This is an optimization exercise on Yosys and OpenROAD, whose aim is small area and a short achievable clock period, not a production implementation.
Where RTL was checked, it was by simulation tests only, not by an equivalence proof against the original.
No functional check of the RTL was part of run 2.
Power is estimated from default activity; no workload was simulated.

==> flow/design.v (outline; a module is shown in full before it is edited, if it fits) <==
// module cmul: 1581 lines
// module fadd: 425 lines
// module conv3x3_fp32: 75 lines
module conv3x3_fp32(
    input         clk,
    input         resetn,
    input         valid_in,
    input  [31:0] data,
    input  [31:0] w1, w2, w3, w4, w5, w6, w7, w8, w9,
    output        valid_out,
    output [31:0] data_out
);
  // ...
==> flow/run.sh <==
#!/bin/bash
# synth_recipe.tcl (not shown) runs the flow's synth.tcl, then flattens the netlist and writes it again
# the make line also repeats each setting of config.mk as NAME=value (left out here)
make -C /OpenROAD-flow-scripts/flow DESIGN_CONFIG=/design/flow/config.mk WORK_HOME=/design/flow/orfs CLKGATE_MAP_FILE= SYNTH_SCRIPT=/design/flow/synth_recipe.tcl finish
==> flow/config.mk <==
export PLATFORM = sky130hd
export DESIGN_NAME = conv3x3_fp32
export DESIGN_NICKNAME = conv3x3_fp32
export VERILOG_FILES = /design/flow/design.v
export SDC_FILE = /design/flow/constraint.sdc
export NUM_CORES = 8
export LEC_CHECK = 0
export CAP_MARGIN = 30
export CORE_MARGIN = 2
export CORE_UTILIZATION = 45
export SLEW_MARGIN = 20
==> flow/constraint.sdc <==
create_clock -name core_clock -period 8.0 [get_ports {clk}]
set_input_delay 1.6000 -clock core_clock [delete_from_list [all_inputs] [get_ports {clk}]]
set_output_delay 1.6000 -clock core_clock [all_outputs]
set_load 0.01 [all_outputs]
==> impl_metrics.tcl, run 1 <==
set metrics [dict create \
    p_comb_w 0.0844 \
    ys_ff_latch 4683 \
    synth_cell_types 112 \
    clkTransAtPathRegs_ns 0.06 \
    pwr-share-comb 0.564 \
    drc 0 \
    status "no timing/DRC/antenna violations" \
    reg2reg_depth 21 \
    cts_resized 0 \
    die-area_sq_um 634000 \
    netlist_instances 26800 \
    grt_use_met2 0.402 \
    synthMostInstantiatedCell "dfxtp_1" \
    p_leak_nw 133 \
    ios 356 \
    insertion_delay_ns 1.14 \
    rows 291 \
    antenna_cells 28 \
    gp_congestion 0.892 \
    post-dp-hpwl_um 559000 \
    synthXorXnorAreaFrac 0.106 \
    numPortBuffers 355 \
    fin_skew_ns 0.114 \
    fin_nets 30900 \
    drt-met1-wl_um 342000 \
    yosys_most_used_dff "dfxtp_1" \
    seq_area_frac_synth 0.364 \
    synth_top_cell_by_area "dfxtp_1" \
    final_hold_viol_count 0 \
    clkbuf_count 721 \
]
==> module conv3x3_fp32, before the edit <==
module conv3x3_fp32(
    input         clk,
    input         resetn,
    input         valid_in,
    input  [31:0] data,
    input  [31:0] w1, w2, w3, w4, w5, w6, w7, w8, w9,
    output        valid_out,
    output [31:0] data_out
);
  reg [3:0] col, row;
  always @(posedge clk or negedge resetn) begin
    if (!resetn) begin col <= 4'd0; row <= 4'd0; end
    else if (valid_in) begin
      if (col == 4'd13) begin col <= 4'd0; row <= (row == 4'd13) ? 4'd0 : row + 4'd1; end
      else col <= col + 4'd1;
    end
  end
  wire win = valid_in & (row >= 4'd2) & (col >= 4'd2);
  reg [15:0] vp;
  always @(posedge clk or negedge resetn) begin
    if (!resetn) vp <= 16'd0;
    else vp <= {vp[14:0], win};
  end
  assign valid_out = vp[15];
  wire [4:0] de = (data[30:23] == 8'd0) ? 5'd0 : data[27:23] + 5'd17;
  wire [28:0] din = {data[31], de, data[22:0]};
  reg [28:0] lb [1:31];
  integer k;
  always @(posedge clk) if (valid_in) begin
    lb[1] <= din;
    for (k = 2; k <= 31; k = k + 1) lb[k] <= lb[k-1];
  end
  reg [22:0] wm1; always @(posedge clk) wm1 <= w1[22:0];
  reg [22:0] wm2; always @(posedge clk) wm2 <= w2[22:0];
  reg [22:0] wm3; always @(posedge clk) wm3 <= w3[22:0];
  reg [22:0] wm4; always @(posedge clk) wm4 <= w4[22:0];
  reg [22:0] wm5; always @(posedge clk) wm5 <= w5[22:0];
  reg [22:0] wm6; always @(posedge clk) wm6 <= w6[22:0];
  reg [22:0] wm7; always @(posedge clk) wm7 <= w7[22:0];
  reg [22:0] wm8; always @(posedge clk) wm8 <= w8[22:0];
  reg [22:0] wm9; always @(posedge clk) wm9 <= w9[22:0];
  reg [28:0] p1d [1:9];
  always @(posedge clk) begin
    p1d[1] <= lb[31];
    for (k = 2; k <= 9; k = k + 1) p1d[k] <= p1d[k-1];
  end
  wire [31:0] P1;
  cmul u_m1(.clk(clk), .xm(p1d[9][22:0]), .xe(p1d[9][27:23]), .xs(p1d[9][28]), .wm(wm1), .we(w1[30:23]), .ws(w1[31]), .p(P1));
  wire [31:0] P2;
  cmul u_m2(.clk(clk), .xm(lb[30][22:0]), .xe(lb[30][27:23]), .xs(lb[30][28]), .wm(wm2), .we(w2[30:23]), .ws(w2[31]), .p(P2));
  wire [31:0] P3;
  cmul u_m3(.clk(clk), .xm(lb[29][22:0]), .xe(lb[29][27:23]), .xs(lb[29][28]), .wm(wm3), .we(w3[30:23]), .ws(w3[31]), .p(P3));
  wire [31:0] P4;
  cmul u_m4(.clk(clk), .xm(lb[17][22:0]), .xe(lb[17][27:23]), .xs(lb[17][28]), .wm(wm4), .we(w4[30:23]), .ws(w4[31]), .p(P4));
  wire [31:0] P5;
  cmul u_m5(.clk(clk), .xm(lb[16][22:0]), .xe(lb[16][27:23]), .xs(lb[16][28]), .wm(wm5), .we(w5[30:23]), .ws(w5[31]), .p(P5));
  wire [31:0] P6;
  cmul u_m6(.clk(clk), .xm(lb[15][22:0]), .xe(lb[15][27:23]), .xs(lb[15][28]), .wm(wm6), .we(w6[30:23]), .ws(w6[31]), .p(P6));
  wire [31:0] P7;
  cmul u_m7(.clk(clk), .xm(lb[3][22:0]), .xe(lb[3][27:23]), .xs(lb[3][28]), .wm(wm7), .we(w7[30:23]), .ws(w7[31]), .p(P7));
  wire [31:0] P8;
  cmul u_m8(.clk(clk), .xm(lb[2][22:0]), .xe(lb[2][27:23]), .xs(lb[2][28]), .wm(wm8), .we(w8[30:23]), .ws(w8[31]), .p(P8));
  wire [31:0] P9;
  cmul u_m9(.clk(clk), .xm(lb[1][22:0]), .xe(lb[1][27:23]), .xs(lb[1][28]), .wm(wm9), .we(w9[30:23]), .ws(w9[31]), .p(P9));
  wire [31:0] s98, s76, s54, s32, s9876, s5432, s8, y;
  fadd a0(.clk(clk), .a(P9), .b(P8), .y(s98));
  fadd a1(.clk(clk), .a(P7), .b(P6), .y(s76));
  fadd a2(.clk(clk), .a(P5), .b(P4), .y(s54));
  fadd a3(.clk(clk), .a(P3), .b(P2), .y(s32));
  fadd a4(.clk(clk), .a(s98), .b(s76), .y(s9876));
  fadd a5(.clk(clk), .a(s54), .b(s32), .y(s5432));
  fadd a6(.clk(clk), .a(s5432), .b(s9876), .y(s8));
  fadd a7(.clk(clk), .a(s8), .b(P1), .y(y));
  assign data_out = y;
endmodule
==> run 2, diff against run 1 <==
--- a/flow/design.v
+++ b/flow/design.v
@@ -136,22 +136,23 @@
   reg t1_346;
   reg t1_347;
   reg t1_348;
   reg t1_349;
   reg t1_350;
   reg t1_351;
   reg t1_352;
   reg t1_353;
-  reg t2_lc;
+  reg t2_lk;
+  reg [6:0] t2_la;
+  reg [6:0] t2_lb;
   reg [24:0] t2_ha;
   reg [24:0] t2_hb;
   reg [22:15] xh;
-  reg pz1, ps1, pz2, ps2; reg [7:0] pe1, pe2;
-  wire [7:0] esum = {3'b0, xe} + we - 8'd16;    
+  reg xs1, xs2; reg [4:0] xe1, xe2;
   wire one0 = xm[0] ^ 1'b0;
   wire two0 = (xm[1] & ~xm[0] & ~1'b0) | (~xm[1] & xm[0] & 1'b0);
   wire neg0 = xm[1] & ~(xm[0] & 1'b0);
   wire pp0_0 = neg0 ^ ((one0 & wm[0]));
   wire pp0_1 = neg0 ^ ((one0 & wm[1]) | (two0 & wm[0]));
   wire pp0_2 = neg0 ^ ((one0 & wm[2]) | (two0 & wm[1]));
   wire pp0_3 = neg0 ^ ((one0 & wm[3]) | (two0 & wm[2]));
   wire pp0_4 = neg0 ^ ((one0 & wm[4]) | (two0 & wm[3]));
@@ -1092,159 +1093,113 @@
   wire s748 = c575 ^ c657 ^ s658;
   wire c749 = (c575 & c657) | (c575 & s658) | (c657 & s658);
   wire s750 = wm[22] ^ c659 ^ s660;
   wire c751 = (wm[22] & c659) | (wm[22] & s660) | (c659 & s660);
   wire s752 = ~neg11 ^ 1'b1 ^ c661;
   wire c753 = (~neg11 & 1'b1) | (~neg11 & c661) | (1'b1 & c661);
   wire [22:0] la = {c701, c699, c697, c695, c693, c691, c689, c687, c685, c683, c681, c679, c677, c675, c673, c671, c669, c667, c665, c663, t1_218, t1_215, t1_213};
   wire [22:0] lb_ = {s702, s700, s698, s696, s694, s692, s690, s688, s686, s684, s682, s680, s678, s676, s674, s672, s670, s668, s666, s664, s662, 1'b0, t1_214};
-  wire lc_g0_0 = la[0] & lb_[0];
-  wire lc_p0_0 = la[0] ^ lb_[0];
-  wire lc_g0_1 = la[1] & lb_[1];
-  wire lc_p0_1 = la[1] ^ lb_[1];
-  wire lc_g0_2 = la[2] & lb_[2];
-  wire lc_p0_2 = la[2] ^ lb_[2];
-  wire lc_g0_3 = la[3] & lb_[3];
-  wire lc_p0_3 = la[3] ^ lb_[3];
-  wire lc_g0_4 = la[4] & lb_[4];
-  wire lc_p0_4 = la[4] ^ lb_[4];
-  wire lc_g0_5 = la[5] & lb_[5];
-  wire lc_p0_5 = la[5] ^ lb_[5];
-  wire lc_g0_6 = la[6] & lb_[6];
-  wire lc_p0_6 = la[6] ^ lb_[6];
-  wire lc_g0_7 = la[7] & lb_[7];
-  wire lc_p0_7 = la[7] ^ lb_[7];
-  wire lc_g0_8 = la[8] & lb_[8];
-  wire lc_p0_8 = la[8] ^ lb_[8];
-  wire lc_g0_9 = la[9] & lb_[9];
-  wire lc_p0_9 = la[9] ^ lb_[9];
-  wire lc_g0_10 = la[10] & lb_[10];
-  wire lc_p0_10 = la[10] ^ lb_[10];
-  wire lc_g0_11 = la[11] & lb_[11];
-  wire lc_p0_11 = la[11] ^ lb_[11];
-  wire lc_g0_12 = la[12] & lb_[12];
-  wire lc_p0_12 = la[12] ^ lb_[12];
-  wire lc_g0_13 = la[13] & lb_[13];
-  wire lc_p0_13 = la[13] ^ lb_[13];
-  wire lc_g0_14 = la[14] & lb_[14];
-  wire lc_p0_14 = la[14] ^ lb_[14];
-  wire lc_g0_15 = la[15] & lb_[15];
-  wire lc_p0_15 = la[15] ^ lb_[15];
-  wire lc_g0_16 = la[16] & lb_[16];
-  wire lc_p0_16 = la[16] ^ lb_[16];
-  wire lc_g0_17 = la[17] & lb_[17];
-  wire lc_p0_17 = la[17] ^ lb_[17];
-  wire lc_g0_18 = la[18] & lb_[18];
-  wire lc_p0_18 = la[18] ^ lb_[18];
-  wire lc_g0_19 = la[19] & lb_[19];
-  wire lc_p0_19 = la[19] ^ lb_[19];
-  wire lc_g0_20 = la[20] & lb_[20];
-  wire lc_p0_20 = la[20] ^ lb_[20];
-  wire lc_g0_21 = la[21] & lb_[21];
-  wire lc_p0_21 = la[21] ^ lb_[21];
-  wire lc_g0_22 = la[22] & lb_[22];
-  wire lc_p0_22 = la[22] ^ lb_[22];
-  wire lc_g1_1 = lc_g0_1 | (lc_p0_1 & lc_g0_0);
-  wire lc_p1_1 = lc_p0_1 & lc_p0_0;
-  wire lc_g1_3 = lc_g0_3 | (lc_p0_3 & lc_g0_2);
-  wire lc_p1_3 = lc_p0_3 & lc_p0_2;
-  wire lc_g1_5 = lc_g0_5 | (lc_p0_5 & lc_g0_4);
-  wire lc_p1_5 = lc_p0_5 & lc_p0_4;
-  wire lc_g1_7 = lc_g0_7 | (lc_p0_7 & lc_g0_6);
-  wire lc_p1_7 = lc_p0_7 & lc_p0_6;
-  wire lc_g1_9 = lc_g0_9 | (lc_p0_9 & lc_g0_8);
-  wire lc_p1_9 = lc_p0_9 & lc_p0_8;
-  wire lc_g1_11 = lc_g0_11 | (lc_p0_11 & lc_g0_10);
-  wire lc_p1_11 = lc_p0_11 & lc_p0_10;
-  wire lc_g1_13 = lc_g0_13 | (lc_p0_13 & lc_g0_12);
-  wire lc_p1_13 = lc_p0_13 & lc_p0_12;
-  wire lc_g1_15 = lc_g0_15 | (lc_p0_15 & lc_g0_14);
-  wire lc_p1_15 = lc_p0_15 & lc_p0_14;
-  wire lc_g1_17 = lc_g0_17 | (lc_p0_17 & lc_g0_16);
-  wire lc_p1_17 = lc_p0_17 & lc_p0_16;
-  wire lc_g1_19 = lc_g0_19 | (lc_p0_19 & lc_g0_18);
-  wire lc_p1_19 = lc_p0_19 & lc_p0_18;
-  wire lc_g1_21 = lc_g0_21 | (lc_p0_21 & lc_g0_20);
-  wire lc_p1_21 = lc_p0_21 & lc_p0_20;
-  wire lc_g2_2 = lc_g0_2 | (lc_p0_2 & lc_g1_1);
-  wire lc_p2_2 = lc_p0_2 & lc_p1_1;
-  wire lc_g2_3 = lc_g1_3 | (lc_p1_3 & lc_g1_1);
-  wire lc_p2_3 = lc_p1_3 & lc_p1_1;
-  wire lc_g2_6 = lc_g0_6 | (lc_p0_6 & lc_g1_5);
-  wire lc_p2_6 = lc_p0_6 & lc_p1_5;
-  wire lc_g2_7 = lc_g1_7 | (lc_p1_7 & lc_g1_5);
-  wire lc_p2_7 = lc_p1_7 & lc_p1_5;
-  wire lc_g2_10 = lc_g0_10 | (lc_p0_10 & lc_g1_9);
-  wire lc_p2_10 = lc_p0_10 & lc_p1_9;
-  wire lc_g2_11 = lc_g1_11 | (lc_p1_11 & lc_g1_9);
-  wire lc_p2_11 = lc_p1_11 & lc_p1_9;
-  wire lc_g2_14 = lc_g0_14 | (lc_p0_14 & lc_g1_13);
-  wire lc_p2_14 = lc_p0_14 & lc_p1_13;
-  wire lc_g2_15 = lc_g1_15 | (lc_p1_15 & lc_g1_13);
-  wire lc_p2_15 = lc_p1_15 & lc_p1_13;
-  wire lc_g2_18 = lc_g0_18 | (lc_p0_18 & lc_g1_17);
-  wire lc_p2_18 = lc_p0_18 & lc_p1_17;
-  wire lc_g2_19 = lc_g1_19 | (lc_p1_19 & lc_g1_17);
-  wire lc_p2_19 = lc_p1_19 & lc_p1_17;
-  wire lc_g2_22 = lc_g0_22 | (lc_p0_22 & lc_g1_21);
-  wire lc_p2_22 = lc_p0_22 & lc_p1_21;
-  wire lc_g3_4 = lc_g0_4 | (lc_p0_4 & lc_g2_3);
-  wire lc_p3_4 = lc_p0_4 & lc_p2_3;
-  wire lc_g3_5 = lc_g1_5 | (lc_p1_5 & lc_g2_3);
-  wire lc_p3_5 = lc_p1_5 & lc_p2_3;
-  wire lc_g3_6 = lc_g2_6 | (lc_p2_6 & lc_g2_3);
-  wire lc_p3_6 = lc_p2_6 & lc_p2_3;
-  wire lc_g3_7 = lc_g2_7 | (lc_p2_7 & lc_g2_3);
-  wire lc_p3_7 = lc_p2_7 & lc_p2_3;
-  wire lc_g3_12 = lc_g0_12 | (lc_p0_12 & lc_g2_11);
-  wire lc_p3_12 = lc_p0_12 & lc_p2_11;
-  wire lc_g3_13 = lc_g1_13 | (lc_p1_13 & lc_g2_11);
-  wire lc_p3_13 = lc_p1_13 & lc_p2_11;
-  wire lc_g3_14 = lc_g2_14 | (lc_p2_14 & lc_g2_11);
-  wire lc_p3_14 = lc_p2_14 & lc_p2_11;
-  wire lc_g3_15 = lc_g2_15 | (lc_p2_15 & lc_g2_11);
-  wire lc_p3_15 = lc_p2_15 & lc_p2_11;
-  wire lc_g3_20 = lc_g0_20 | (lc_p0_20 & lc_g2_19);
-  wire lc_p3_20 = lc_p0_20 & lc_p2_19;
-  wire lc_g3_21 = lc_g1_21 | (lc_p1_21 & lc_g2_19);
-  wire lc_p3_21 = lc_p1_21 & lc_p2_19;
-  wire lc_g3_22 = lc_g2_22 | (lc_p2_22 & lc_g2_19);
-  wire lc_p3_22 = lc_p2_22 & lc_p2_19;
-  wire lc_g4_8 = lc_g0_8 | (lc_p0_8 & lc_g3_7);
-  wire lc_p4_8 = lc_p0_8 & lc_p3_7;
-  wire lc_g4_9 = lc_g1_9 | (lc_p1_9 & lc_g3_7);
-  wire lc_p4_9 = lc_p1_9 & lc_p3_7;
-  wire lc_g4_10 = lc_g2_10 | (lc_p2_10 & lc_g3_7);
-  wire lc_p4_10 = lc_p2_10 & lc_p3_7;
-  wire lc_g4_11 = lc_g2_11 | (lc_p2_11 & lc_g3_7);
-  wire lc_p4_11 = lc_p2_11 & lc_p3_7;
-  wire lc_g4_12 = lc_g3_12 | (lc_p3_12 & lc_g3_7);
-  wire lc_p4_12 = lc_p3_12 & lc_p3_7;
-  wire lc_g4_13 = lc_g3_13 | (lc_p3_13 & lc_g3_7);
-  wire lc_p4_13 = lc_p3_13 & lc_p3_7;
-  wire lc_g4_14 = lc_g3_14 | (lc_p3_14 & lc_g3_7);
-  wire lc_p4_14 = lc_p3_14 & lc_p3_7;
-  wire lc_g4_15 = lc_g3_15 | (lc_p3_15 & lc_g3_7);
-  wire lc_p4_15 = lc_p3_15 & lc_p3_7;
-  wire lc_g5_16 = lc_g0_16 | (lc_p0_16 & lc_g4_15);
-  wire lc_p5_16 = lc_p0_16 & lc_p4_15;
-  wire lc_g5_17 = lc_g1_17 | (lc_p1_17 & lc_g4_15);
-  wire lc_p5_17 = lc_p1_17 & lc_p4_15;
-  wire lc_g5_18 = lc_g2_18 | (lc_p2_18 & lc_g4_15);
-  wire lc_p5_18 = lc_p2_18 & lc_p4_15;
-  wire lc_g5_19 = lc_g2_19 | (lc_p2_19 & lc_g4_15);
-  wire lc_p5_19 = lc_p2_19 & lc_p4_15;
-  wire lc_g5_20 = lc_g3_20 | (lc_p3_20 & lc_g4_15);
-  wire lc_p5_20 = lc_p3_20 & lc_p4_15;
-  wire lc_g5_21 = lc_g3_21 | (lc_p3_21 & lc_g4_15);
-  wire lc_p5_21 = lc_p3_21 & lc_p4_15;
-  wire lc_g5_22 = lc_g3_22 | (lc_p3_22 & lc_g4_15);
-  wire lc_p5_22 = lc_p3_22 & lc_p4_15;
-  wire lc = lc_g5_22;
+  wire lk_g0_0 = la[0] & lb_[0];
+  wire lk_p0_0 = la[0] ^ lb_[0];
+  wire lk_g0_1 = la[1] & lb_[1];
+  wire lk_p0_1 = la[1] ^ lb_[1];
+  wire lk_g0_2 = la[2] & lb_[2];
+  wire lk_p0_2 = la[2] ^ lb_[2];
+  wire lk_g0_3 = la[3] & lb_[3];
+  wire lk_p0_3 = la[3] ^ lb_[3];
+  wire lk_g0_4 = la[4] & lb_[4];
+  wire lk_p0_4 = la[4] ^ lb_[4];
+  wire lk_g0_5 = la[5] & lb_[5];
+  wire lk_p0_5 = la[5] ^ lb_[5];
+  wire lk_g0_6 = la[6] & lb_[6];
+  wire lk_p0_6 = la[6] ^ lb_[6];
+  wire lk_g0_7 = la[7] & lb_[7];
+  wire lk_p0_7 = la[7] ^ lb_[7];
+  wire lk_g0_8 = la[8] & lb_[8];
+  wire lk_p0_8 = la[8] ^ lb_[8];
+  wire lk_g0_9 = la[9] & lb_[9];
+  wire lk_p0_9 = la[9] ^ lb_[9];
+  wire lk_g0_10 = la[10] & lb_[10];
+  wire lk_p0_10 = la[10] ^ lb_[10];
+  wire lk_g0_11 = la[11] & lb_[11];
+  wire lk_p0_11 = la[11] ^ lb_[11];
+  wire lk_g0_12 = la[12] & lb_[12];
+  wire lk_p0_12 = la[12] ^ lb_[12];
+  wire lk_g0_13 = la[13] & lb_[13];
+  wire lk_p0_13 = la[13] ^ lb_[13];
+  wire lk_g0_14 = la[14] & lb_[14];
+  wire lk_p0_14 = la[14] ^ lb_[14];
+  wire lk_g0_15 = la[15] & lb_[15];
+  wire lk_p0_15 = la[15] ^ lb_[15];
+  wire lk_g1_1 = lk_g0_1 | (lk_p0_1 & lk_g0_0);
+  wire lk_p1_1 = lk_p0_1 & lk_p0_0;
+  wire lk_g1_3 = lk_g0_3 | (lk_p0_3 & lk_g0_2);
+  wire lk_p1_3 = lk_p0_3 & lk_p0_2;
+  wire lk_g1_5 = lk_g0_5 | (lk_p0_5 & lk_g0_4);
+  wire lk_p1_5 = lk_p0_5 & lk_p0_4;
+  wire lk_g1_7 = lk_g0_7 | (lk_p0_7 & lk_g0_6);
+  wire lk_p1_7 = lk_p0_7 & lk_p0_6;
+  wire lk_g1_9 = lk_g0_9 | (lk_p0_9 & lk_g0_8);
+  wire lk_p1_9 = lk_p0_9 & lk_p0_8;
+  wire lk_g1_11 = lk_g0_11 | (lk_p0_11 & lk_g0_10);
+  wire lk_p1_11 = lk_p0_11 & lk_p0_10;
+  wire lk_g1_13 = lk_g0_13 | (lk_p0_13 & lk_g0_12);
+  wire lk_p1_13 = lk_p0_13 & lk_p0_12;
+  wire lk_g1_15 = lk_g0_15 | (lk_p0_15 & lk_g0_14);
+  wire lk_p1_15 = lk_p0_15 & lk_p0_14;
+  wire lk_g2_2 = lk_g0_2 | (lk_p0_2 & lk_g1_1);
+  wire lk_p2_2 = lk_p0_2 & lk_p1_1;
+  wire lk_g2_3 = lk_g1_3 | (lk_p1_3 & lk_g1_1);
+  wire lk_p2_3 = lk_p1_3 & lk_p1_1;
+  wire lk_g2_6 = lk_g0_6 | (lk_p0_6 & lk_g1_5);
+  wire lk_p2_6 = lk_p0_6 & lk_p1_5;
+  wire lk_g2_7 = lk_g1_7 | (lk_p1_7 & lk_g1_5);
+  wire lk_p2_7 = lk_p1_7 & lk_p1_5;
+  wire lk_g2_10 = lk_g0_10 | (lk_p0_10 & lk_g1_9);
+  wire lk_p2_10 = lk_p0_10 & lk_p1_9;
+  wire lk_g2_11 = lk_g1_11 | (lk_p1_11 & lk_g1_9);
+  wire lk_p2_11 = lk_p1_11 & lk_p1_9;
+  wire lk_g2_14 = lk_g0_14 | (lk_p0_14 & lk_g1_13);
+  wire lk_p2_14 = lk_p0_14 & lk_p1_13;
+  wire lk_g2_15 = lk_g1_15 | (lk_p1_15 & lk_g1_13);
+  wire lk_p2_15 = lk_p1_15 & lk_p1_13;
+  wire lk_g3_4 = lk_g0_4 | (lk_p0_4 & lk_g2_3);
+  wire lk_p3_4 = lk_p0_4 & lk_p2_3;
+  wire lk_g3_5 = lk_g1_5 | (lk_p1_5 & lk_g2_3);
+  wire lk_p3_5 = lk_p1_5 & lk_p2_3;
+  wire lk_g3_6 = lk_g2_6 | (lk_p2_6 & lk_g2_3);
+  wire lk_p3_6 = lk_p2_6 & lk_p2_3;
+  wire lk_g3_7 = lk_g2_7 | (lk_p2_7 & lk_g2_3);
+  wire lk_p3_7 = lk_p2_7 & lk_p2_3;
+  wire lk_g3_12 = lk_g0_12 | (lk_p0_12 & lk_g2_11);
+  wire lk_p3_12 = lk_p0_12 & lk_p2_11;
+  wire lk_g3_13 = lk_g1_13 | (lk_p1_13 & lk_g2_11);
+  wire lk_p3_13 = lk_p1_13 & lk_p2_11;
+  wire lk_g3_14 = lk_g2_14 | (lk_p2_14 & lk_g2_11);
+  wire lk_p3_14 = lk_p2_14 & lk_p2_11;
+  wire lk_g3_15 = lk_g2_15 | (lk_p2_15 & lk_g2_11);
+  wire lk_p3_15 = lk_p2_15 & lk_p2_11;
+  wire lk_g4_8 = lk_g0_8 | (lk_p0_8 & lk_g3_7);
+  wire lk_p4_8 = lk_p0_8 & lk_p3_7;
+  wire lk_g4_9 = lk_g1_9 | (lk_p1_9 & lk_g3_7);
+  wire lk_p4_9 = lk_p1_9 & lk_p3_7;
+  wire lk_g4_10 = lk_g2_10 | (lk_p2_10 & lk_g3_7);
+  wire lk_p4_10 = lk_p2_10 & lk_p3_7;
+  wire lk_g4_11 = lk_g2_11 | (lk_p2_11 & lk_g3_7);
+  wire lk_p4_11 = lk_p2_11 & lk_p3_7;
+  wire lk_g4_12 = lk_g3_12 | (lk_p3_12 & lk_g3_7);
+  wire lk_p4_12 = lk_p3_12 & lk_p3_7;
+  wire lk_g4_13 = lk_g3_13 | (lk_p3_13 & lk_g3_7);
+  wire lk_p4_13 = lk_p3_13 & lk_p3_7;
+  wire lk_g4_14 = lk_g3_14 | (lk_p3_14 & lk_g3_7);
+  wire lk_p4_14 = lk_p3_14 & lk_p3_7;
+  wire lk_g4_15 = lk_g3_15 | (lk_p3_15 & lk_g3_7);
+  wire lk_p4_15 = lk_p3_15 & lk_p3_7;
+  wire lk = lk_g4_15;
   wire [24:0] ha = {c751, c749, c747, c745, c743, c741, c739, c737, c735, c733, c731, c729, c727, c725, c723, c721, c719, c717, c715, c713, c711, c709, c707, c705, c703};
   wire [24:0] hb = {s752, s750, s748, s746, s744, s742, s740, s738, s736, s734, s732, s730, s728, s726, s724, s722, s720, s718, s716, s714, s712, s710, s708, s706, s704};
   always @(posedge clk) begin
     t1_213 <= pp0_0;
     t1_214 <= neg0;
     t1_215 <= pp0_1;
     t1_216 <= pp0_2;
     t1_217 <= pp1_0;
@@ -1380,22 +1335,58 @@
     t1_347 <= c212;
     t1_348 <= pp6_24;
     t1_349 <= pp7_22;
     t1_350 <= ~neg6;
     t1_351 <= pp7_23;
     t1_352 <= pp7_24;
     t1_353 <= ~neg7;
     xh <= xm[22:15];
-    pz1 <= (xe == 5'd0) | (we == 8'd0); ps1 <= xs ^ ws; pe1 <= esum;
-    t2_lc <= lc;
+    xs1 <= xs; xe1 <= xe;
+    t2_lk <= lk;
+    t2_la <= la[22:16];
+    t2_lb <= lb_[22:16];
     t2_ha <= ha;
     t2_hb <= hb;
-    pz2 <= pz1; ps2 <= ps1; pe2 <= pe1;
+    xs2 <= xs1; xe2 <= xe1;
   end
+  wire lc_g0_0 = t2_la[0] & t2_lb[0];
+  wire lc_p0_0 = t2_la[0] ^ t2_lb[0];
+  wire lc_g0_1 = t2_la[1] & t2_lb[1];
+  wire lc_p0_1 = t2_la[1] ^ t2_lb[1];
+  wire lc_g0_2 = t2_la[2] & t2_lb[2];
+  wire lc_p0_2 = t2_la[2] ^ t2_lb[2];
+  wire lc_g0_3 = t2_la[3] & t2_lb[3];
+  wire lc_p0_3 = t2_la[3] ^ t2_lb[3];
+  wire lc_g0_4 = t2_la[4] & t2_lb[4];
+  wire lc_p0_4 = t2_la[4] ^ t2_lb[4];
+  wire lc_g0_5 = t2_la[5] & t2_lb[5];
+  wire lc_p0_5 = t2_la[5] ^ t2_lb[5];
+  wire lc_g0_6 = t2_la[6] & t2_lb[6];
+  wire lc_p0_6 = t2_la[6] ^ t2_lb[6];
+  wire lc_gc = lc_g0_0 | (lc_p0_0 & t2_lk);
+  wire lc_g1_1 = lc_g0_1 | (lc_p0_1 & lc_gc);
+  wire lc_p1_1 = lc_p0_1 & lc_p0_0;
+  wire lc_g1_3 = lc_g0_3 | (lc_p0_3 & lc_g0_2);
+  wire lc_p1_3 = lc_p0_3 & lc_p0_2;
+  wire lc_g1_5 = lc_g0_5 | (lc_p0_5 & lc_g0_4);
+  wire lc_p1_5 = lc_p0_5 & lc_p0_4;
+  wire lc_g2_2 = lc_g0_2 | (lc_p0_2 & lc_g1_1);
+  wire lc_p2_2 = lc_p0_2 & lc_p1_1;
+  wire lc_g2_3 = lc_g1_3 | (lc_p1_3 & lc_g1_1);
+  wire lc_p2_3 = lc_p1_3 & lc_p1_1;
+  wire lc_g2_6 = lc_g0_6 | (lc_p0_6 & lc_g1_5);
+  wire lc_p2_6 = lc_p0_6 & lc_p1_5;
+  wire lc_g3_4 = lc_g0_4 | (lc_p0_4 & lc_g2_3);
+  wire lc_p3_4 = lc_p0_4 & lc_p2_3;
+  wire lc_g3_5 = lc_g1_5 | (lc_p1_5 & lc_g2_3);
+  wire lc_p3_5 = lc_p1_5 & lc_p2_3;
+  wire lc_g3_6 = lc_g2_6 | (lc_p2_6 & lc_g2_3);
+  wire lc_p3_6 = lc_p2_6 & lc_p2_3;
+  wire t2_lc = lc_g3_6;
   wire hs_g0_0 = t2_ha[0] & t2_hb[0];
   wire hs_p0_0 = t2_ha[0] ^ t2_hb[0];
   wire hs_g0_1 = t2_ha[1] & t2_hb[1];
   wire hs_p0_1 = t2_ha[1] ^ t2_hb[1];
   wire hs_g0_2 = t2_ha[2] & t2_hb[2];
   wire hs_p0_2 = t2_ha[2] ^ t2_hb[2];
   wire hs_g0_3 = t2_ha[3] & t2_hb[3];
   wire hs_p0_3 = t2_ha[3] ^ t2_hb[3];
@@ -1436,18 +1427,17 @@
   wire hs_g0_21 = t2_ha[21] & t2_hb[21];
   wire hs_p0_21 = t2_ha[21] ^ t2_hb[21];
   wire hs_g0_22 = t2_ha[22] & t2_hb[22];
   wire hs_p0_22 = t2_ha[22] ^ t2_hb[22];
   wire hs_g0_23 = t2_ha[23] & t2_hb[23];
   wire hs_p0_23 = t2_ha[23] ^ t2_hb[23];
   wire hs_g0_24 = t2_ha[24] & t2_hb[24];
   wire hs_p0_24 = t2_ha[24] ^ t2_hb[24];
-  wire hs_gc = hs_g0_0 | (hs_p0_0 & t2_lc);
-  wire hs_g1_1 = hs_g0_1 | (hs_p0_1 & hs_gc);
+  wire hs_g1_1 = hs_g0_1 | (hs_p0_1 & hs_g0_0);
   wire hs_p1_1 = hs_p0_1 & hs_p0_0;
   wire hs_g1_3 = hs_g0_3 | (hs_p0_3 & hs_g0_2);
   wire hs_p1_3 = hs_p0_3 & hs_p0_2;
   wire hs_g1_5 = hs_g0_5 | (hs_p0_5 & hs_g0_4);
   wire hs_p1_5 = hs_p0_5 & hs_p0_4;
   wire hs_g1_7 = hs_g0_7 | (hs_p0_7 & hs_g0_6);
   wire hs_p1_7 = hs_p0_7 & hs_p0_6;
   wire hs_g1_9 = hs_g0_9 | (hs_p0_9 & hs_g0_8);
@@ -1546,42 +1536,46 @@
   wire hs_p5_21 = hs_p3_21 & hs_p4_15;
   wire hs_g5_22 = hs_g3_22 | (hs_p3_22 & hs_g4_15);
   wire hs_p5_22 = hs_p3_22 & hs_p4_15;
   wire hs_g5_23 = hs_g3_23 | (hs_p3_23 & hs_g4_15);
   wire hs_p5_23 = hs_p3_23 & hs_p4_15;
   wire hs_g5_24 = hs_g4_24 | (hs_p4_24 & hs_g4_15);
   wire hs_p5_24 = hs_p4_24 & hs_p4_15;
   wire hs_s0 = hs_p0_0 ^ t2_lc;
-  wire hs_s1 = hs_p0_1 ^ hs_gc;
-  wire hs_s2 = hs_p0_2 ^ hs_g1_1;
-  wire hs_s3 = hs_p0_3 ^ hs_g2_2;
-  wire hs_s4 = hs_p0_4 ^ hs_g2_3;
-  wire hs_s5 = hs_p0_5 ^ hs_g3_4;
-  wire hs_s6 = hs_p0_6 ^ hs_g3_5;
-  wire hs_s7 = hs_p0_7 ^ hs_g3_6;
-  wire hs_s8 = hs_p0_8 ^ hs_g3_7;
-  wire hs_s9 = hs_p0_9 ^ hs_g4_8;
-  wire hs_s10 = hs_p0_10 ^ hs_g4_9;
-  wire hs_s11 = hs_p0_11 ^ hs_g4_10;
-  wire hs_s12 = hs_p0_12 ^ hs_g4_11;
-  wire hs_s13 = hs_p0_13 ^ hs_g4_12;
-  wire hs_s14 = hs_p0_14 ^ hs_g4_13;
-  wire hs_s15 = hs_p0_15 ^ hs_g4_14;
-  wire hs_s16 = hs_p0_16 ^ hs_g4_15;
-  wire hs_s17 = hs_p0_17 ^ hs_g5_16;
-  wire hs_s18 = hs_p0_18 ^ hs_g5_17;
-  wire hs_s19 = hs_p0_19 ^ hs_g5_18;
-  wire hs_s20 = hs_p0_20 ^ hs_g5_19;
-  wire hs_s21 = hs_p0_21 ^ hs_g5_20;
-  wire hs_s22 = hs_p0_22 ^ hs_g5_21;
-  wire hs_s23 = hs_p0_23 ^ hs_g5_22;
-  wire hs_s24 = hs_p0_24 ^ hs_g5_23;
+  wire hs_s1 = hs_p0_1 ^ (hs_g0_0 | (hs_p0_0 & t2_lc));
+  wire hs_s2 = hs_p0_2 ^ (hs_g1_1 | (hs_p1_1 & t2_lc));
+  wire hs_s3 = hs_p0_3 ^ (hs_g2_2 | (hs_p2_2 & t2_lc));
+  wire hs_s4 = hs_p0_4 ^ (hs_g2_3 | (hs_p2_3 & t2_lc));
+  wire hs_s5 = hs_p0_5 ^ (hs_g3_4 | (hs_p3_4 & t2_lc));
+  wire hs_s6 = hs_p0_6 ^ (hs_g3_5 | (hs_p3_5 & t2_lc));
+  wire hs_s7 = hs_p0_7 ^ (hs_g3_6 | (hs_p3_6 & t2_lc));
+  wire hs_s8 = hs_p0_8 ^ (hs_g3_7 | (hs_p3_7 & t2_lc));
+  wire hs_s9 = hs_p0_9 ^ (hs_g4_8 | (hs_p4_8 & t2_lc));
+  wire hs_s10 = hs_p0_10 ^ (hs_g4_9 | (hs_p4_9 & t2_lc));
+  wire hs_s11 = hs_p0_11 ^ (hs_g4_10 | (hs_p4_10 & t2_lc));
+  wire hs_s12 = hs_p0_12 ^ (hs_g4_11 | (hs_p4_11 & t2_lc));
+  wire hs_s13 = hs_p0_13 ^ (hs_g4_12 | (hs_p4_12 & t2_lc));
+  wire hs_s14 = hs_p0_14 ^ (hs_g4_13 | (hs_p4_13 & t2_lc));
+  wire hs_s15 = hs_p0_15 ^ (hs_g4_14 | (hs_p4_14 & t2_lc));
+  wire hs_s16 = hs_p0_16 ^ (hs_g4_15 | (hs_p4_15 & t2_lc));
+  wire hs_s17 = hs_p0_17 ^ (hs_g5_16 | (hs_p5_16 & t2_lc));
+  wire hs_s18 = hs_p0_18 ^ (hs_g5_17 | (hs_p5_17 & t2_lc));
+  wire hs_s19 = hs_p0_19 ^ (hs_g5_18 | (hs_p5_18 & t2_lc));
+  wire hs_s20 = hs_p0_20 ^ (hs_g5_19 | (hs_p5_19 & t2_lc));
+  wire hs_s21 = hs_p0_21 ^ (hs_g5_20 | (hs_p5_20 & t2_lc));
+  wire hs_s22 = hs_p0_22 ^ (hs_g5_21 | (hs_p5_21 & t2_lc));
+  wire hs_s23 = hs_p0_23 ^ (hs_g5_22 | (hs_p5_22 & t2_lc));
+  wire hs_s24 = hs_p0_24 ^ (hs_g5_23 | (hs_p5_23 & t2_lc));
   wire [24:0] hs = {hs_s24, hs_s23, hs_s22, hs_s21, hs_s20, hs_s19, hs_s18, hs_s17, hs_s16, hs_s15, hs_s14, hs_s13, hs_s12, hs_s11, hs_s10, hs_s9, hs_s8, hs_s7, hs_s6, hs_s5, hs_s4, hs_s3, hs_s2, hs_s1, hs_s0};
-  wire [31:0] pn = pz2 ? 32'd0 : hs[24] ? {ps2, pe2 + 8'd1, hs[23:1]} : {ps2, pe2, hs[22:0]};
+  reg [24:0] hq; reg xs3; reg [4:0] xe3;
+  always @(posedge clk) begin hq <= hs; xs3 <= xs2; xe3 <= xe2; end
+  wire pz = (xe3 == 5'd0) | (we == 8'd0), ps = xs3 ^ ws;
+  wire [7:0] pe = {3'b0, xe3} + we - 8'd16;    
+  wire [31:0] pn = pz ? 32'd0 : hq[24] ? {ps, pe + 8'd1, hq[23:1]} : {ps, pe, hq[22:0]};
   always @(posedge clk) p <= pn;
 endmodule
 module fadd(input clk, input [31:0] a, input [31:0] b, output reg [31:0] y);
   wire [7:0] ea = a[30:23], eb = b[30:23];
   wire cmp_g0_0 = a[0] & ~b[0];
   wire cmp_p0_0 = a[0] ^ ~b[0];
   wire cmp_g0_1 = a[1] & ~b[1];
   wire cmp_p0_1 = a[1] ^ ~b[1];
@@ -1795,213 +1789,168 @@
   wire cmp_g5_30 = cmp_g4_30 | (cmp_p4_30 & cmp_g4_15);
   wire cmp_p5_30 = cmp_p4_30 & cmp_p4_15;
   wire agb = cmp_g5_30;
   wire [7:0] dab = ea - eb, dba = eb - ea;
   wire [7:0] d0 = agb ? dab : dba;
   wire [30:0] big0 = agb ? a[30:0] : b[30:0];
   wire [22:0] sm0 = agb ? b[22:0] : a[22:0];
   wire [7:0] es0 = agb ? eb : ea;
-  wire kill0 = (d0 > 8'd23) | (es0 == 8'd0);
+  wire kab = (dab > 8'd23) | (eb == 8'd0), kba = (dba > 8'd23) | (ea == 8'd0);
+  wire kill0 = agb ? kab : kba;
   wire sgn0 = agb ? a[31] : b[31];
   wire sub0 = a[31] ^ b[31];
   wire [23:0] msa0 = {1'b1, sm0};
   reg [22:0] mb1; reg [7:0] eb1; reg [23:0] ms1; reg [4:0] d1; reg kill1, sub1, sgn1;
   always @(posedge clk) begin
     mb1 <= big0[22:0]; eb1 <= big0[30:23]; ms1 <= msa0; d1 <= d0[4:0]; kill1 <= kill0; sub1 <= sub0; sgn1 <= sgn0;
   end
   wire [23:0] sh1 = kill1 ? 24'd0 : (ms1 >> d1);
   wire [24:0] bx1 = {1'b0, sh1} ^ {25{sub1}};
-  wire add_g0_0 = mb1[0] & bx1[0];
-  wire add_p0_0 = mb1[0] ^ bx1[0];
-  wire add_g0_1 = mb1[1] & bx1[1];
-  wire add_p0_1 = mb1[1] ^ bx1[1];
-  wire add_g0_2 = mb1[2] & bx1[2];
-  wire add_p0_2 = mb1[2] ^ bx1[2];
-  wire add_g0_3 = mb1[3] & bx1[3];
-  wire add_p0_3 = mb1[3] ^ bx1[3];
-  wire add_g0_4 = mb1[4] & bx1[4];
-  wire add_p0_4 = mb1[4] ^ bx1[4];
-  wire add_g0_5 = mb1[5] & bx1[5];
-  wire add_p0_5 = mb1[5] ^ bx1[5];
-  wire add_g0_6 = mb1[6] & bx1[6];
-  wire add_p0_6 = mb1[6] ^ bx1[6];
-  wire add_g0_7 = mb1[7] & bx1[7];
-  wire add_p0_7 = mb1[7] ^ bx1[7];
-  wire add_g0_8 = mb1[8] & bx1[8];
-  wire add_p0_8 = mb1[8] ^ bx1[8];
-  wire add_g0_9 = mb1[9] & bx1[9];
-  wire add_p0_9 = mb1[9] ^ bx1[9];
-  wire add_g0_10 = mb1[10] & bx1[10];
-  wire add_p0_10 = mb1[10] ^ bx1[10];
-  wire add_g0_11 = mb1[11] & bx1[11];
-  wire add_p0_11 = mb1[11] ^ bx1[11];
-  wire add_g0_12 = mb1[12] & bx1[12];
-  wire add_p0_12 = mb1[12] ^ bx1[12];
-  wire add_g0_13 = mb1[13] & bx1[13];
-  wire add_p0_13 = mb1[13] ^ bx1[13];
-  wire add_g0_14 = mb1[14] & bx1[14];
-  wire add_p0_14 = mb1[14] ^ bx1[14];
-  wire add_g0_15 = mb1[15] & bx1[15];
-  wire add_p0_15 = mb1[15] ^ bx1[15];
-  wire add_g0_16 = mb1[16] & bx1[16];
-  wire add_p0_16 = mb1[16] ^ bx1[16];
-  wire add_g0_17 = mb1[17] & bx1[17];
-  wire add_p0_17 = mb1[17] ^ bx1[17];
-  wire add_g0_18 = mb1[18] & bx1[18];
-  wire add_p0_18 = mb1[18] ^ bx1[18];
-  wire add_g0_19 = mb1[19] & bx1[19];
-  wire add_p0_19 = mb1[19] ^ bx1[19];
-  wire add_g0_20 = mb1[20] & bx1[20];
-  wire add_p0_20 = mb1[20] ^ bx1[20];
-  wire add_g0_21 = mb1[21] & bx1[21];
-  wire add_p0_21 = mb1[21] ^ bx1[21];
-  wire add_g0_22 = mb1[22] & bx1[22];
-  wire add_p0_22 = mb1[22] ^ bx1[22];
-  wire add_g0_23 = (eb1 != 8'd0) & bx1[23];
-  wire add_p0_23 = (eb1 != 8'd0) ^ bx1[23];
-  wire add_g0_24 = 1'b0 & bx1[24];
-  wire add_p0_24 = 1'b0 ^ bx1[24];
-  wire add_gc = add_g0_0 | (add_p0_0 & sub1);
-  wire add_g1_1 = add_g0_1 | (add_p0_1 & add_gc);
-  wire add_p1_1 = add_p0_1 & add_p0_0;
-  wire add_g1_3 = add_g0_3 | (add_p0_3 & add_g0_2);
-  wire add_p1_3 = add_p0_3 & add_p0_2;
-  wire add_g1_5 = add_g0_5 | (add_p0_5 & add_g0_4);
-  wire add_p1_5 = add_p0_5 & add_p0_4;
-  wire add_g1_7 = add_g0_7 | (add_p0_7 & add_g0_6);
-  wire add_p1_7 = add_p0_7 & add_p0_6;
-  wire add_g1_9 = add_g0_9 | (add_p0_9 & add_g0_8);
-  wire add_p1_9 = add_p0_9 & add_p0_8;
-  wire add_g1_11 = add_g0_11 | (add_p0_11 & add_g0_10);
-  wire add_p1_11 = add_p0_11 & add_p0_10;
-  wire add_g1_13 = add_g0_13 | (add_p0_13 & add_g0_12);
-  wire add_p1_13 = add_p0_13 & add_p0_12;
-  wire add_g1_15 = add_g0_15 | (add_p0_15 & add_g0_14);
-  wire add_p1_15 = add_p0_15 & add_p0_14;
-  wire add_g1_17 = add_g0_17 | (add_p0_17 & add_g0_16);
-  wire add_p1_17 = add_p0_17 & add_p0_16;
-  wire add_g1_19 = add_g0_19 | (add_p0_19 & add_g0_18);
-  wire add_p1_19 = add_p0_19 & add_p0_18;
-  wire add_g1_21 = add_g0_21 | (add_p0_21 & add_g0_20);
-  wire add_p1_21 = add_p0_21 & add_p0_20;
-  wire add_g1_23 = add_g0_23 | (add_p0_23 & add_g0_22);
-  wire add_p1_23 = add_p0_23 & add_p0_22;
-  wire add_g2_2 = add_g0_2 | (add_p0_2 & add_g1_1);
-  wire add_p2_2 = add_p0_2 & add_p1_1;
+  wire [23:0] mh1 = {eb1 != 8'd0, mb1};
+  wire [24:0] gb1 = {1'b0, mh1} & bx1, pb1 = {1'b0, mh1} ^ bx1;
+  reg [24:0] gq, pq; reg [7:0] ebq; reg subq, sgnq;
+  always @(posedge clk) begin gq <= gb1; pq <= pb1; ebq <= eb1; subq <= sub1; sgnq <= sgn1; end
+  wire add_gc = gq[0] | (pq[0] & subq);
+  wire add_g1_1 = gq[1] | (pq[1] & add_gc);
+  wire add_p1_1 = pq[1] & pq[0];
+  wire add_g1_3 = gq[3] | (pq[3] & gq[2]);
+  wire add_p1_3 = pq[3] & pq[2];
+  wire add_g1_5 = gq[5] | (pq[5] & gq[4]);
+  wire add_p1_5 = pq[5] & pq[4];
+  wire add_g1_7 = gq[7] | (pq[7] & gq[6]);
+  wire add_p1_7 = pq[7] & pq[6];
+  wire add_g1_9 = gq[9] | (pq[9] & gq[8]);
+  wire add_p1_9 = pq[9] & pq[8];
+  wire add_g1_11 = gq[11] | (pq[11] & gq[10]);
+  wire add_p1_11 = pq[11] & pq[10];
+  wire add_g1_13 = gq[13] | (pq[13] & gq[12]);
+  wire add_p1_13 = pq[13] & pq[12];
+  wire add_g1_15 = gq[15] | (pq[15] & gq[14]);
+  wire add_p1_15 = pq[15] & pq[14];
+  wire add_g1_17 = gq[17] | (pq[17] & gq[16]);
+  wire add_p1_17 = pq[17] & pq[16];
+  wire add_g1_19 = gq[19] | (pq[19] & gq[18]);
+  wire add_p1_19 = pq[19] & pq[18];
+  wire add_g1_21 = gq[21] | (pq[21] & gq[20]);
+  wire add_p1_21 = pq[21] & pq[20];
+  wire add_g1_23 = gq[23] | (pq[23] & gq[22]);
+  wire add_p1_23 = pq[23] & pq[22];
+  wire add_g2_2 = gq[2] | (pq[2] & add_g1_1);
+  wire add_p2_2 = pq[2] & add_p1_1;
   wire add_g2_3 = add_g1_3 | (add_p1_3 & add_g1_1);
   wire add_p2_3 = add_p1_3 & add_p1_1;
-  wire add_g2_6 = add_g0_6 | (add_p0_6 & add_g1_5);
-  wire add_p2_6 = add_p0_6 & add_p1_5;
+  wire add_g2_6 = gq[6] | (pq[6] & add_g1_5);
+  wire add_p2_6 = pq[6] & add_p1_5;
   wire add_g2_7 = add_g1_7 | (add_p1_7 & add_g1_5);
   wire add_p2_7 = add_p1_7 & add_p1_5;
-  wire add_g2_10 = add_g0_10 | (add_p0_10 & add_g1_9);
-  wire add_p2_10 = add_p0_10 & add_p1_9;
+  wire add_g2_10 = gq[10] | (pq[10] & add_g1_9);
+  wire add_p2_10 = pq[10] & add_p1_9;
   wire add_g2_11 = add_g1_11 | (add_p1_11 & add_g1_9);
   wire add_p2_11 = add_p1_11 & add_p1_9;
-  wire add_g2_14 = add_g0_14 | (add_p0_14 & add_g1_13);
-  wire add_p2_14 = add_p0_14 & add_p1_13;
+  wire add_g2_14 = gq[14] | (pq[14] & add_g1_13);
+  wire add_p2_14 = pq[14] & add_p1_13;
   wire add_g2_15 = add_g1_15 | (add_p1_15 & add_g1_13);
   wire add_p2_15 = add_p1_15 & add_p1_13;
-  wire add_g2_18 = add_g0_18 | (add_p0_18 & add_g1_17);
-  wire add_p2_18 = add_p0_18 & add_p1_17;
+  wire add_g2_18 = gq[18] | (pq[18] & add_g1_17);
+  wire add_p2_18 = pq[18] & add_p1_17;
   wire add_g2_19 = add_g1_19 | (add_p1_19 & add_g1_17);
   wire add_p2_19 = add_p1_19 & add_p1_17;
-  wire add_g2_22 = add_g0_22 | (add_p0_22 & add_g1_21);
-  wire add_p2_22 = add_p0_22 & add_p1_21;
+  wire add_g2_22 = gq[22] | (pq[22] & add_g1_21);
+  wire add_p2_22 = pq[22] & add_p1_21;
   wire add_g2_23 = add_g1_23 | (add_p1_23 & add_g1_21);
   wire add_p2_23 = add_p1_23 & add_p1_21;
-  wire add_g3_4 = add_g0_4 | (add_p0_4 & add_g2_3);
-  wire add_p3_4 = add_p0_4 & add_p2_3;
+  wire add_g3_4 = gq[4] | (pq[4] & add_g2_3);
+  wire add_p3_4 = pq[4] & add_p2_3;
   wire add_g3_5 = add_g1_5 | (add_p1_5 & add_g2_3);
   wire add_p3_5 = add_p1_5 & add_p2_3;
   wire add_g3_6 = add_g2_6 | (add_p2_6 & add_g2_3);
   wire add_p3_6 = add_p2_6 & add_p2_3;
   wire add_g3_7 = add_g2_7 | (add_p2_7 & add_g2_3);
   wire add_p3_7 = add_p2_7 & add_p2_3;
-  wire add_g3_12 = add_g0_12 | (add_p0_12 & add_g2_11);
-  wire add_p3_12 = add_p0_12 & add_p2_11;
+  wire add_g3_12 = gq[12] | (pq[12] & add_g2_11);
+  wire add_p3_12 = pq[12] & add_p2_11;
   wire add_g3_13 = add_g1_13 | (add_p1_13 & add_g2_11);
   wire add_p3_13 = add_p1_13 & add_p2_11;
   wire add_g3_14 = add_g2_14 | (add_p2_14 & add_g2_11);
   wire add_p3_14 = add_p2_14 & add_p2_11;
   wire add_g3_15 = add_g2_15 | (add_p2_15 & add_g2_11);
   wire add_p3_15 = add_p2_15 & add_p2_11;
-  wire add_g3_20 = add_g0_20 | (add_p0_20 & add_g2_19);
-  wire add_p3_20 = add_p0_20 & add_p2_19;
+  wire add_g3_20 = gq[20] | (pq[20] & add_g2_19);
+  wire add_p3_20 = pq[20] & add_p2_19;
   wire add_g3_21 = add_g1_21 | (add_p1_21 & add_g2_19);
   wire add_p3_21 = add_p1_21 & add_p2_19;
   wire add_g3_22 = add_g2_22 | (add_p2_22 & add_g2_19);
   wire add_p3_22 = add_p2_22 & add_p2_19;
   wire add_g3_23 = add_g2_23 | (add_p2_23 & add_g2_19);
   wire add_p3_23 = add_p2_23 & add_p2_19;
-  wire add_g4_8 = add_g0_8 | (add_p0_8 & add_g3_7);
-  wire add_p4_8 = add_p0_8 & add_p3_7;
+  wire add_g4_8 = gq[8] | (pq[8] & add_g3_7);
+  wire add_p4_8 = pq[8] & add_p3_7;
   wire add_g4_9 = add_g1_9 | (add_p1_9 & add_g3_7);
   wire add_p4_9 = add_p1_9 & add_p3_7;
   wire add_g4_10 = add_g2_10 | (add_p2_10 & add_g3_7);
   wire add_p4_10 = add_p2_10 & add_p3_7;
   wire add_g4_11 = add_g2_11 | (add_p2_11 & add_g3_7);
   wire add_p4_11 = add_p2_11 & add_p3_7;
   wire add_g4_12 = add_g3_12 | (add_p3_12 & add_g3_7);
   wire add_p4_12 = add_p3_12 & add_p3_7;
   wire add_g4_13 = add_g3_13 | (add_p3_13 & add_g3_7);
   wire add_p4_13 = add_p3_13 & add_p3_7;
   wire add_g4_14 = add_g3_14 | (add_p3_14 & add_g3_7);
   wire add_p4_14 = add_p3_14 & add_p3_7;
   wire add_g4_15 = add_g3_15 | (add_p3_15 & add_g3_7);
   wire add_p4_15 = add_p3_15 & add_p3_7;
-  wire add_g4_24 = add_g0_24 | (add_p0_24 & add_g3_23);
-  wire add_p4_24 = add_p0_24 & add_p3_23;
-  wire add_g5_16 = add_g0_16 | (add_p0_16 & add_g4_15);
-  wire add_p5_16 = add_p0_16 & add_p4_15;
+  wire add_g4_24 = gq[24] | (pq[24] & add_g3_23);
+  wire add_p4_24 = pq[24] & add_p3_23;
+  wire add_g5_16 = gq[16] | (pq[16] & add_g4_15);
+  wire add_p5_16 = pq[16] & add_p4_15;
   wire add_g5_17 = add_g1_17 | (add_p1_17 & add_g4_15);
   wire add_p5_17 = add_p1_17 & add_p4_15;
   wire add_g5_18 = add_g2_18 | (add_p2_18 & add_g4_15);
   wire add_p5_18 = add_p2_18 & add_p4_15;
   wire add_g5_19 = add_g2_19 | (add_p2_19 & add_g4_15);
   wire add_p5_19 = add_p2_19 & add_p4_15;
   wire add_g5_20 = add_g3_20 | (add_p3_20 & add_g4_15);
   wire add_p5_20 = add_p3_20 & add_p4_15;
   wire add_g5_21 = add_g3_21 | (add_p3_21 & add_g4_15);
   wire add_p5_21 = add_p3_21 & add_p4_15;
   wire add_g5_22 = add_g3_22 | (add_p3_22 & add_g4_15);
   wire add_p5_22 = add_p3_22 & add_p4_15;
   wire add_g5_23 = add_g3_23 | (add_p3_23 & add_g4_15);
   wire add_p5_23 = add_p3_23 & add_p4_15;
   wire add_g5_24 = add_g4_24 | (add_p4_24 & add_g4_15);
   wire add_p5_24 = add_p4_24 & add_p4_15;
-  wire add_s0 = add_p0_0 ^ sub1;
-  wire add_s1 = add_p0_1 ^ add_gc;
-  wire add_s2 = add_p0_2 ^ add_g1_1;
-  wire add_s3 = add_p0_3 ^ add_g2_2;
-  wire add_s4 = add_p0_4 ^ add_g2_3;
-  wire add_s5 = add_p0_5 ^ add_g3_4;
-  wire add_s6 = add_p0_6 ^ add_g3_5;
-  wire add_s7 = add_p0_7 ^ add_g3_6;
-  wire add_s8 = add_p0_8 ^ add_g3_7;
-  wire add_s9 = add_p0_9 ^ add_g4_8;
-  wire add_s10 = add_p0_10 ^ add_g4_9;
-  wire add_s11 = add_p0_11 ^ add_g4_10;
-  wire add_s12 = add_p0_12 ^ add_g4_11;
-  wire add_s13 = add_p0_13 ^ add_g4_12;
-  wire add_s14 = add_p0_14 ^ add_g4_13;
-  wire add_s15 = add_p0_15 ^ add_g4_14;
-  wire add_s16 = add_p0_16 ^ add_g4_15;
-  wire add_s17 = add_p0_17 ^ add_g5_16;
-  wire add_s18 = add_p0_18 ^ add_g5_17;
-  wire add_s19 = add_p0_19 ^ add_g5_18;
-  wire add_s20 = add_p0_20 ^ add_g5_19;
-  wire add_s21 = add_p0_21 ^ add_g5_20;
-  wire add_s22 = add_p0_22 ^ add_g5_21;
-  wire add_s23 = add_p0_23 ^ add_g5_22;
-  wire add_s24 = add_p0_24 ^ add_g5_23;
+  wire add_s0 = pq[0] ^ subq;
+  wire add_s1 = pq[1] ^ add_gc;
+  wire add_s2 = pq[2] ^ add_g1_1;
+  wire add_s3 = pq[3] ^ add_g2_2;
+  wire add_s4 = pq[4] ^ add_g2_3;
+  wire add_s5 = pq[5] ^ add_g3_4;
+  wire add_s6 = pq[6] ^ add_g3_5;
+  wire add_s7 = pq[7] ^ add_g3_6;
+  wire add_s8 = pq[8] ^ add_g3_7;
+  wire add_s9 = pq[9] ^ add_g4_8;
+  wire add_s10 = pq[10] ^ add_g4_9;
+  wire add_s11 = pq[11] ^ add_g4_10;
+  wire add_s12 = pq[12] ^ add_g4_11;
+  wire add_s13 = pq[13] ^ add_g4_12;
+  wire add_s14 = pq[14] ^ add_g4_13;
+  wire add_s15 = pq[15] ^ add_g4_14;
+  wire add_s16 = pq[16] ^ add_g4_15;
+  wire add_s17 = pq[17] ^ add_g5_16;
+  wire add_s18 = pq[18] ^ add_g5_17;
+  wire add_s19 = pq[19] ^ add_g5_18;
+  wire add_s20 = pq[20] ^ add_g5_19;
+  wire add_s21 = pq[21] ^ add_g5_20;
+  wire add_s22 = pq[22] ^ add_g5_21;
+  wire add_s23 = pq[23] ^ add_g5_22;
+  wire add_s24 = pq[24] ^ add_g5_23;
   wire [24:0] r1 = {add_s24, add_s23, add_s22, add_s21, add_s20, add_s19, add_s18, add_s17, add_s16, add_s15, add_s14, add_s13, add_s12, add_s11, add_s10, add_s9, add_s8, add_s7, add_s6, add_s5, add_s4, add_s3, add_s2, add_s1, add_s0};
   reg [24:0] r2; reg [7:0] eb2; reg sgn2;
-  always @(posedge clk) begin r2 <= r1; eb2 <= eb1; sgn2 <= sgn1; end
+  always @(posedge clk) begin r2 <= r1; eb2 <= ebq; sgn2 <= sgnq; end
   reg [4:0] lz2; integer i;
   always @* begin lz2 = 5'd0; for (i = 0; i < 24; i = i + 1) if (r2[i]) lz2 = 5'd23 - i[4:0]; end
   wire z2 = (r2 == 25'd0);
   wire [23:0] nl = r2[23:0] << lz2;
   wire [31:0] yn = r2[24] ? {sgn2, eb2 + 8'd1, r2[23:1]} : z2 ? 32'd0 : {sgn2, eb2 - {3'b0, lz2}, nl[22:0]};
   always @(posedge clk) y <= yn;
 endmodule
 module conv3x3_fp32(
@@ -2017,46 +1966,46 @@
   always @(posedge clk or negedge resetn) begin
     if (!resetn) begin col <= 4'd0; row <= 4'd0; end
     else if (valid_in) begin
       if (col == 4'd13) begin col <= 4'd0; row <= (row == 4'd13) ? 4'd0 : row + 4'd1; end
       else col <= col + 4'd1;
     end
   end
   wire win = valid_in & (row >= 4'd2) & (col >= 4'd2);
-  reg [15:0] vp;
+  reg [20:0] vp;
   always @(posedge clk or negedge resetn) begin
-    if (!resetn) vp <= 16'd0;
-    else vp <= {vp[14:0], win};
+    if (!resetn) vp <= 21'd0;
+    else vp <= {vp[19:0], win};
   end
-  assign valid_out = vp[15];
+  assign valid_out = vp[20];
   wire [4:0] de = (data[30:23] == 8'd0) ? 5'd0 : data[27:23] + 5'd17;
   wire [28:0] din = {data[31], de, data[22:0]};
   reg [28:0] lb [1:31];
   integer k;
   always @(posedge clk) if (valid_in) begin
     lb[1] <= din;
     for (k = 2; k <= 31; k = k + 1) lb[k] <= lb[k-1];
   end
-  reg [22:0] wm1; always @(posedge clk) wm1 <= w1[22:0];
-  reg [22:0] wm2; always @(posedge clk) wm2 <= w2[22:0];
-  reg [22:0] wm3; always @(posedge clk) wm3 <= w3[22:0];
-  reg [22:0] wm4; always @(posedge clk) wm4 <= w4[22:0];
-  reg [22:0] wm5; always @(posedge clk) wm5 <= w5[22:0];
-  reg [22:0] wm6; always @(posedge clk) wm6 <= w6[22:0];
-  reg [22:0] wm7; always @(posedge clk) wm7 <= w7[22:0];
-  reg [22:0] wm8; always @(posedge clk) wm8 <= w8[22:0];
-  reg [22:0] wm9; always @(posedge clk) wm9 <= w9[22:0];
-  reg [28:0] p1d [1:9];
+  wire [22:0] wm1 = w1[22:0];
+  wire [22:0] wm2 = w2[22:0];
+  wire [22:0] wm3 = w3[22:0];
+  wire [22:0] wm4 = w4[22:0];
+  wire [22:0] wm5 = w5[22:0];
+  wire [22:0] wm6 = w6[22:0];
+  wire [22:0] wm7 = w7[22:0];
+  wire [22:0] wm8 = w8[22:0];
+  wire [22:0] wm9 = w9[22:0];
+  reg [28:0] p1d [1:12];
   always @(posedge clk) begin
     p1d[1] <= lb[31];
-    for (k = 2; k <= 9; k = k + 1) p1d[k] <= p1d[k-1];
+    for (k = 2; k <= 12; k = k + 1) p1d[k] <= p1d[k-1];
   end
   wire [31:0] P1;
-  cmul u_m1(.clk(clk), .xm(p1d[9][22:0]), .xe(p1d[9][27:23]), .xs(p1d[9][28]), .wm(wm1), .we(w1[30:23]), .ws(w1[31]), .p(P1));
+  cmul u_m1(.clk(clk), .xm(p1d[12][22:0]), .xe(p1d[12][27:23]), .xs(p1d[12][28]), .wm(wm1), .we(w1[30:23]), .ws(w1[31]), .p(P1));
   wire [31:0] P2;
   cmul u_m2(.clk(clk), .xm(lb[30][22:0]), .xe(lb[30][27:23]), .xs(lb[30][28]), .wm(wm2), .we(w2[30:23]), .ws(w2[31]), .p(P2));
   wire [31:0] P3;
   cmul u_m3(.clk(clk), .xm(lb[29][22:0]), .xe(lb[29][27:23]), .xs(lb[29][28]), .wm(wm3), .we(w3[30:23]), .ws(w3[31]), .p(P3));
   wire [31:0] P4;
   cmul u_m4(.clk(clk), .xm(lb[17][22:0]), .xe(lb[17][27:23]), .xs(lb[17][28]), .wm(wm4), .we(w4[30:23]), .ws(w4[31]), .p(P4));
   wire [31:0] P5;
   cmul u_m5(.clk(clk), .xm(lb[16][22:0]), .xe(lb[16][27:23]), .xs(lb[16][28]), .wm(wm5), .we(w5[30:23]), .ws(w5[31]), .p(P5));
==> flow/flow/run.sh (new file) <==
#!/bin/bash
set -euo pipefail
export BUFFER_PORTS_ARGS="-buffer_cell sky130_fd_sc_hd__buf_4"
bash standard.sh > standard_flow.log 2>&1
==> flow/standard.sh (new file) <==
#!/bin/bash
# synth_recipe.tcl (not shown) runs the flow's synth.tcl, then flattens the netlist and writes it again
# the make line also repeats each setting of config.mk as NAME=value (left out here)
make -C /OpenROAD-flow-scripts/flow DESIGN_CONFIG=/design/flow/config.mk WORK_HOME=/design/flow/orfs CLKGATE_MAP_FILE= SYNTH_SCRIPT=/design/flow/synth_recipe.tcl "${@:-finish}"
==> flow/config.mk (replaced) <==
export PLATFORM = sky130hd
export DESIGN_NAME = conv3x3_fp32
export DESIGN_NICKNAME = conv3x3_fp32
export VERILOG_FILES = /design/flow/design.v
export SDC_FILE = /design/flow/constraint.sdc
export NUM_CORES = 8
export LEC_CHECK = 0
export CAP_MARGIN = 30
export CORE_MARGIN = 2
export CORE_UTILIZATION = 55
export SETUP_SLACK_MARGIN = 4.2
export SLEW_MARGIN = 20
removed: flow/run.sh
==> impl_metrics.tcl, run 2 <==
set metrics [dict create \
    status "no timing/DRC/antenna violations" \
    netlist_area_sq_um 296000 \
    yosysWarningCount 7 \
    rows 269 \
    clock.fmax_ghz 0.270 \
    antenna_found_initial 27 \
    synth_edf_count 899 \
    worst_ep_required_time_ns 9.00 \
    placed_cells 33600 \
    synth_nets 31600 \
    cts.sinks 5365 \
    grt_max_degree 160 \
    layout_commonest_cell "dfxtp_1" \
    cp_top_family "adder cells" \
    synth_top_cell_by_area "dfxtp_1" \
    first_iter_violations 15100 \
    drc 0 \
    ios 356 \
    ant_nets 0 \
    synth_common_cells "dfxtp_1 (4,437), inv_1 (2,946), fa_1 (2,319)" \
    seq_area_frac_synth 0.394 \
    largest_reg_flops 899 \
    netlist_instances 27300 \
    numPortBuffers 355 \
    reg2reg_depth 11 \
    path_max_fanout 25 \
    hp-start "p1d[10][26]" \
    grt_setup_unrepaired "yes" \
    cap_violations 0 \
    fin_skew_ns 0.0530 \
    holdPathStages 0 \
    cpPeakStageDelay_ns 0.57 \
    wl_per_cell_um 23.4 \
    syn_to_final_growth_pct 11.7 \
    die_w_um 737 \
    cts-htree-levels 6 \
    ys_ff_latch 5365 \
    cts_made_buffers 582 \
    grt_overflow 0 \
    path_buf_inv 4 \
    die-area_sq_um 543000 \
    insertion_delay_ns 1.10 \
    fin_crit_sh 0.463 \
    start_util 0.551 \
    worst_hold_slack_ns 0.289 \
    post-dp-hpwl_um 574000 \
    via_per_inst 5.67 \
    via_count 197000 \
    cp-end-kind "flip-flop" \
    fin_nets 31300 \
    crit_path_start_kind "flip-flop" \
    root_buffer "clkbuf_16" \
    grtUsageTotal 0.294 \
    reg2reg_slack_ns 4.29 \
    p_leak_nw 140 \
    synthMostInstantiatedCell "dfxtp_1" \
    tightest_slew_ns 1.07 \
    ys_top_cells_by_area "dfxtp_1 (30%), fa_1 (16%), edfxtp_1 (9.1%)" \
    p_per_area_nw_per_um2 453 \
    fin_cells 34700 \
    gp_congestion 0.892 \
    yosys_most_used_dff "dfxtp_1" \
    critPathMostFrequentCell "inv_1" \
    min_path_type "flip-flop to flip-flop" \
    largest-register "lb" \
    firstDrtPassIters 28 \
    clkTransAtPathRegs_ns 0.06 \
    cp.arrival_ns 4.71 \
    synth_cell_types 104 \
    final_hold_viol_count 0 \
    async_flop_share 0.00541 \
]
==> run 2: cell count changes in the layout (fill, tap and decap cells not counted), moves of 192 or more <==
cell             change
fa_2               +498
buf_4              +192
fa_1               -583
clkdlybuf4s50_1    -354
inv_2              +217
a22oi_1            -530
dfxtp_1            +674
nand2_1            -230
a22oi_2            +519
==> run 2: per-stage QoR <==
step                      utilization  power (W)  instance area (sq um)  setup WS [ns]
final                           0.616      0.150                 330000           4.29
after global routing            0.616      0.163                 330000           4.08
after CTS                       0.614      0.150                 329000           4.20
after detailed placement        0.576      0.122                 309000           3.52
after global placement          0.575      0.121                 308000           3.55
after floorplan                     -     0.0975                 304000           3.97
==> run 2: report_power, final <==
| part | leakage (nW) | internal [W] | switching (W) |
|---|---|---|---|
| registers | 46.6 | 0.0386 | 0.00762 |
| logic | 83.5 | 0.0328 | 0.0431 |
| clock network | 9.64 | 0.0160 | 0.0115 |
==> run 2: kinds of logic after synthesis <==
logic type               after synthesis  share of synthesized area
adder cells (fa/ha/maj)             3938                      0.226
AO/OA/AOI/OAI                       5196                      0.121
buffers and inverters               4683                     0.0598
XOR/XNOR                            3437                      0.102
multiplexers                        1119                     0.0428
flip-flops                          5365                      0.394
AND/OR/NAND/NOR                     3576                     0.0549
==> run 2: timing repair <==
action                                  CTS  global route
pin swaps                                13            31
endpoints found under the hold margin     0             0
gates resized for setup                  59           131
cloned                                    3             6
endpoints found under the setup margin  558           424
hold buffers                              0             0
setup buffers                             8            34
==> run 2: layout make-up <==
type / count / area [sq um]
flip-flops and latches: 5365 / 117000
multi-input cells: 17300 / 166000
inverters: 3028 / 11500
repair buffers: 804 / 6690
diodes: 15 / 37.5
repair inverters: 2 / 10.0
well taps: 7181 / 8980
clock buffers: 770 / 16100
clock inverters: 300 / 3670
fillers: 44100 / 206000
==> run 2: worst max path at each step <==
stage	start	endpoint	slack, ns	depth (start not counted)
4_1_cts	u_m8.xh[17]	u_m8.t2_hb[15]	4.20	11
3_5_place_dp	w7[13]	u_m7.t2_hb[7]	3.52	9
6_report	u_m4.xh[22]	u_m4.t2_hb[15]	4.29	11
3_3_place_gp	w1[7]	u_m1.t2_hb[5]	3.55	9
5_1_grt	a0.pq[24]	a0.r2[20]	4.08	16
2_1_floorplan	w3[10]	u_m3.t2_hb[6]	3.97	9
==> run 2: worst reg2reg max path: stages, from the launching register on <==
cell     delay [ns]
dfxtp_1        0.51
inv_1          0.12
ha_1           0.29
buf_4          0.36
a22oi_2        0.17
xnor2_1        0.18
fa_1           0.57
inv_1          0.05
fa_2           0.34
fa_1           0.50
inv_1          0.05
fa_2           0.51
==> run 2: per-layer routing <==
metal / track usage / share of wire
met5: 0 / 0.000059
met4: 0.112 / 0.040
met3: 0.0415 / 0.062
met2: 0.483 / 0.47
met1: 0.397 / 0.43

## separate check: timing with driven ports
The flow's constraints put no driver on any port. The routed layouts listed below were extracted and timed again, unchanged, in two steps.
Step 1: set_driving_cell puts a clkbuf_16 on clk and a buf_2 on each other input, an assumption about the parent block.
Step 2 also shifts input and output timing later by t, the mid clock arrival at the registers, as if the neighbouring blocks saw the same clock.
Three values: ideal, step 1, step 2; two values: the first two.
| run | shift t [ns] | setup slack, ns |
|---|---|---|
| run 1 | 1.211 | 2.133 / 2.133 / 2.133 |
| run 2 | 1.206 | 4.292 / 4.292 / 3.481 |
After both steps every run listed still meets setup and hold.
